Context: an optimization exercise on an open-source flow, tuned for small area. The choices shown serve that exercise and are no tape-out recipe.
The RTL was checked by simulation tests, not by an equivalence proof against the original design.
No activity file was given, so power comes from the tool's default toggle rates.

## pulse_gen
module pulse_gen
(
	input wire clk, rst,
	input wire instr_fifo_empty,
	input wire [31:0] instr_fifo_data,
	output wire instr_fifo_read,
	input wire pulse_fifo_empty,
	input wire [31:0] pulse_fifo_data,
	output wire pulse_fifo_read,
	output wire [255:0] m_axis_tdata,
	output wire m_axis_tvalid,
	input wire m_axis_tready,
	output wire [255:0] m0_axis_tdata,
	output wire m0_axis_tvalid,
	input wire m0_axis_tready,
	output wire [7:0] state_out,
	output wire busy
);
For scale: about 600 I/O pins, roughly 0.010 mm² of cells after synthesis.
==> flow/config.mk <==
export PLATFORM = sky130hd
export DESIGN_NAME = pulse_gen
export DESIGN_NICKNAME = pulse_gen
export VERILOG_FILES = /design/flow/design.v
export SDC_FILE = /design/flow/constraint.sdc
export NUM_CORES = 4
export LEC_CHECK = 0
export CAP_MARGIN = 0
export CORE_MARGIN = 2
export CORE_UTILIZATION = 30
export PLACE_DENSITY = 0.8
export SLEW_MARGIN = 0
==> flow/constraint.sdc <==
create_clock -name core_clock -period 10.0 [get_ports {clk}]
set_input_delay 2.0000 -clock core_clock [delete_from_list [all_inputs] [get_ports {clk}]]
set_output_delay 2.0000 -clock core_clock [all_outputs]
set_load 0.01 [all_outputs]
standard.sh (not shown) runs the stock make flow with config.mk's settings and CLKGATE_MAP_FILE= SYNTH_SCRIPT=/design/flow/synth_recipe.tcl, a recipe that flattens the netlist after the stock synthesis.
==> flow/flow/run.sh <==
#!/bin/bash
# The standard layout (standard.sh), with five changes that only size cells:
#  - synthesis maps logic with an area-oriented ABC script (flow/area_synth.tcl);
#  - every port still gets its own buffer, the smallest one (buf_1);
#  - tie cells are not copied per port;
#  - CTS builds the clock tree from clkbuf_8 cells and adds no dummy loads;
#  - before placement, gates driving 12 or more pins get the next drive
#    strength (flow/upsize.tcl), in place of buffers added by repair_design.
set -euo pipefail
here=$(cd "$(dirname "$0")" && pwd)
export BUFFER_PORTS_ARGS="-buffer_cell sky130_fd_sc_hd__buf_1"
export SKIP_REPAIR_TIE_FANOUT=1
export PRE_GLOBAL_PLACE_TCL="$here/upsize.tcl"
export CTS_ARGS="-sink_clustering_enable -repair_clock_nets -dont_use_dummy_load -buf_list sky130_fd_sc_hd__clkbuf_8 -root_buf sky130_fd_sc_hd__clkbuf_8 -sink_clustering_size 24 -sink_clustering_max_diameter 60"
bash standard.sh SYNTH_SCRIPT="$here/area_synth.tcl" finish > standard.log 2>&1
==> flow/flow/area.abc <==
strash; &get -n; &st; &dch -f; &nf -R 20 -p -F 8 -A 4 -C 32; &put; strash; &get -n; &st; &dch -f; &nf -R 20 -p -F 8 -A 4 -C 32; &put; topo; dnsize -c
==> flow/flow/upsize.tcl <==
# Before placement: give each logic gate that drives many pins the next drive
# strength up, so that repair_design need not buffer its net.
proc upsize_high_fanout_drivers {min_fanout} {
  set db [ord::get_db]
  set block [ord::get_db_block]
  set n 0
  foreach net [$block getNets] {
    if {[$net getSigType] ne "SIGNAL"} continue
    set iterms [$net getITerms]
    if {[llength $iterms] - 1 < $min_fanout} continue
    foreach it $iterms {
      if {![$it isOutputSignal]} continue
      set inst [$it getInst]
      set m [[$inst getMaster] getName]
      if {[regexp {^sky130_fd_sc_hd__(df|edf|sdf|dl|buf|clk|conb|ha|fa)} $m]} continue
      if {![regexp {^(sky130_fd_sc_hd__\w+)_[01]$} $m -> base]} continue
      set new [$db findMaster ${base}_2]
      if {$new eq "NULL"} continue
      $inst swapMaster $new
      incr n
      puts "upsize: [$inst getName] $m -> ${base}_2 (fanout [expr {[llength $iterms] - 1}])"
    }
  }
  puts "upsized $n high-fanout drivers"
}
upsize_high_fanout_drivers [expr {[info exists ::env(UPSIZE_MIN_FANOUT)] ? $::env(UPSIZE_MIN_FANOUT) : 12}]
Other scripts of this flow, unchanged in this note and not shown: flow/flow/area_synth.tcl
The first run finished clean.
Edit:
==> flow/flow/run.sh (replaced) <==
#!/bin/bash
# The standard layout (standard.sh), with four changes that only size cells:
#  - synthesis maps logic with an area-oriented ABC script (flow/area_synth.tcl);
#  - every port still gets its own buffer, the smallest one (buf_1);
#  - tie cells are not copied per port;
#  - CTS builds the clock tree from clkbuf_8 cells and adds no dummy loads.
set -euo pipefail
here=$(cd "$(dirname "$0")" && pwd)
export BUFFER_PORTS_ARGS="-buffer_cell sky130_fd_sc_hd__buf_1"
export SKIP_REPAIR_TIE_FANOUT=1
export CTS_ARGS="-sink_clustering_enable -repair_clock_nets -dont_use_dummy_load -buf_list sky130_fd_sc_hd__clkbuf_8 -root_buf sky130_fd_sc_hd__clkbuf_8 -sink_clustering_size 24 -sink_clustering_max_diameter 60"
bash standard.sh SYNTH_SCRIPT="$here/area_synth.tcl" finish > standard.log 2>&1
==> flow/flow/area.abc (replaced) <==
strash; &get -n; &st; &dch; &nf -R 20 -p -F 8 -A 4 -C 32; &put; strash; &get -n; &st; &dch; &nf -R 20 -p -F 8 -A 4 -C 32; &put; topo; dnsize -c
Settings changed: PLACE_DENSITY 0.8 to unset.
removed: flow/flow/upsize.tcl
Outcome: The changed run went through all stages and came out clean. Worst setup slack gets better by 210 ps. Routed wire length falls by 2.7%. Register-to-register slack is better by 210 ps.
Edit:
==> flow/flow/area.abc (replaced) <==
strash; &get -n; &st; &dch; &nf -R 20; &put; topo; dnsize -c
Flip-flop and latch count is unchanged.
Power came out lower by 0.71%.
Cell area rose by 0.49%.
Setup slack gets worse by 640 ps.
Via count decreases by 0.38%.
Sequential power came out lower by about 0.9%.


## job 101
Another version of the RTL of pulse_gen (not shown whole).
Size in the first run: ~1500 cells after synthesis, ~160 flip-flops, roughly 12000 um^2 of cells after synthesis.
==> flow/config.mk <==
export PLATFORM = sky130hd
export DESIGN_NAME = pulse_gen
export DESIGN_NICKNAME = pulse_gen
export VERILOG_FILES = /design/flow/design.v
export SDC_FILE = /design/flow/constraint.sdc
export NUM_CORES = 4
export LEC_CHECK = 0
export CAP_MARGIN = 20
export CORE_MARGIN = 2
export CORE_UTILIZATION = 30
export SLEW_MARGIN = 20
==> flow/constraint.sdc <==
create_clock -name core_clock -period 10.0 [get_ports {clk}]
set_input_delay 2.0000 -clock core_clock [delete_from_list [all_inputs] [get_ports {clk}]]
set_output_delay 2.0000 -clock core_clock [all_outputs]
set_load 0.01 [all_outputs]
==> flow/flow/run.sh <==
#!/bin/bash
# Standard layout, with the smallest buffer on every port and no CTS dummy loads.
set -euo pipefail
export BUFFER_PORTS_ARGS="-buffer_cell sky130_fd_sc_hd__buf_1"
export CTS_ARGS="-sink_clustering_enable -repair_clock_nets -dont_use_dummy_load"
bash standard.sh > standard.log 2>&1
## Diff of input files: job 102 against job 101
==> flow/flow/run.sh <==
#!/bin/bash
# Standard layout, with the smallest buffer on every port, a clock tree of
# mid-sized buffers and no CTS dummy loads.
set -euo pipefail
export BUFFER_PORTS_ARGS="-buffer_cell sky130_fd_sc_hd__buf_1"
export CTS_ARGS="-sink_clustering_enable -repair_clock_nets -dont_use_dummy_load -buf_list sky130_fd_sc_hd__clkbuf_8 -root_buf sky130_fd_sc_hd__clkbuf_8 -sink_clustering_size 24 -sink_clustering_max_diameter 60"
bash standard.sh > standard.log 2>&1
==> run notes <==
Taking job 101 as the reference, in job 102 detailed router's first-iteration violation count lower; global-route wire length before repair roughly the same; share of final layout cell area taken by clock buffers and inverters lower.
Per the comparison of job 102 with job 101, utilization has decreased, critical path depth has decreased.
Overall power after layout was higher in job 101 than in job 102.


RTL: one of the versions met above, not the one the previous note started from.
Size in the first run: about 1400 cells after synthesis, about 160 flip-flops, about 10000 um2 of cells after synthesis.
export LEC_CHECK = 0
export CAP_MARGIN = 0
export CORE_MARGIN = 2
export CORE_UTILIZATION = 30
export GPL_TIMING_DRIVEN = 0
export SLEW_MARGIN = 0
create_clock -name core_clock -period 10.0 [get_ports {clk}]
==> flow/flow/run.sh <==
#!/bin/bash
# The standard layout (standard.sh), with four changes that only size cells:
#  - synthesis maps logic with an area-oriented ABC script (flow/area_synth.tcl);
#  - every port still gets its own buffer, the smallest one (buf_1);
#  - tie cells are not copied per port;
#  - CTS builds the clock tree from clkbuf_8 cells and adds no dummy loads.
set -euo pipefail
here=$(cd "$(dirname "$0")" && pwd)
export BUFFER_PORTS_ARGS="-buffer_cell sky130_fd_sc_hd__buf_1"
export SKIP_REPAIR_TIE_FANOUT=1
export CTS_ARGS="-sink_clustering_enable -repair_clock_nets -dont_use_dummy_load -buf_list sky130_fd_sc_hd__clkbuf_8 -root_buf sky130_fd_sc_hd__clkbuf_8 -sink_clustering_size 24 -sink_clustering_max_diameter 60"
bash standard.sh SYNTH_SCRIPT="$here/area_synth.tcl" finish > standard.log 2>&1
==> flow/flow/area.abc <==
strash; &get -n; &st; &dch; &nf -R 20; &put; topo; dnsize -c
==> flow/flow/area_synth.tcl <==
# The standard synthesis, with ABC mapping the logic by an area-oriented
# script (flow/area.abc) in place of ORFS's speed script. Registers are
# untouched: ABC maps only the combinational logic between them.
set area_abc_script [file join [file dirname [file normalize [info script]]] area.abc]
proc abc {args} {
  set i [lsearch -exact $args -script]
  if {$i >= 0} {
    set args [lreplace $args $i [expr {$i + 1}] -script $::area_abc_script]
  }
  yosys abc {*}$args
}
source [file join [file dirname [file dirname [file normalize [info script]]]] synth_recipe.tcl]
The starting point passed the timing, design-rule and antenna checks.
Then changed:
==> flow/flow/area.abc (replaced) <==
strash; &get -n; &st; &dch -f; &nf -R 20 -p -F 8 -A 4 -C 32; &put; strash; &get -n; &st; &dch -f; &nf -R 20 -p -F 8 -A 4 -C 32; &put; topo; dnsize -c
GPL_TIMING_DRIVEN = unset   (was 0)
PLACE_DENSITY = 0.8   (was unset)
After rerunning: The changed run finished clean; flip-flop and latch count does not change; maximum frequency is higher by roughly a tenth; worst setup slack gets better by 0.89 ns; routed wire length is lower slightly; power is lower by a few percent; worst hold slack gets better by 0.010 ns; via count is higher by a few percent; clock skew is lower by 0.0041 ns; synthesized cell count is lower slightly; die area is lower slightly; cell area is lower by a few percent.

==> afterwards: timing with drivers on the ports <==
The results above use ideal ports. As a check the final layouts listed here were re-extracted and re-timed, cells and wires unchanged.
Step 1 sets driving cells, clkbuf_16 on the clock port and buf_2 on the other inputs (assumed; they add their load-dependent delay and slew).
Step 2 also shifts input and output timing later by t, the mid clock arrival at the registers, as if the neighbouring blocks saw the same clock.
Slacks: ideal ports / drivers / drivers and shift; pairs: ideal ports / drivers.
| run | shift t [ns] | slack for setup (ns) | latest minus earliest clock arrival (ns) | worst data-port slew with drivers (ns) |
|---|---|---|---|---|
| the first run of note 1 | 0.480 | 2.159 / 2.159 / 2.159 | 0.033 / 0.034 | 0.09 |
| the second run of note 1 | 0.467 | 2.370 / 2.370 / 2.370 | 0.031 / 0.032 | 0.09 |
| the third run of note 1 | 0.474 | 1.730 / 1.730 / 1.730 | 0.039 / 0.039 | 0.06 |
| job 101 | 0.476 | 0.470 / 0.470 / 0.470 | 0.038 / 0.038 | 0.08 |
| job 102 | 0.491 | 0.476 / 0.476 / 0.476 | 0.050 / 0.050 | 0.08 |
| the first run of note 3 | 0.482 | 1.538 / 1.538 / 1.538 | 0.042 / 0.042 | 0.07 |
| the second run of note 3 | 0.487 | 2.426 / 2.426 / 2.426 | 0.037 / 0.038 | 0.08 |
After both steps every run listed still meets setup and hold.
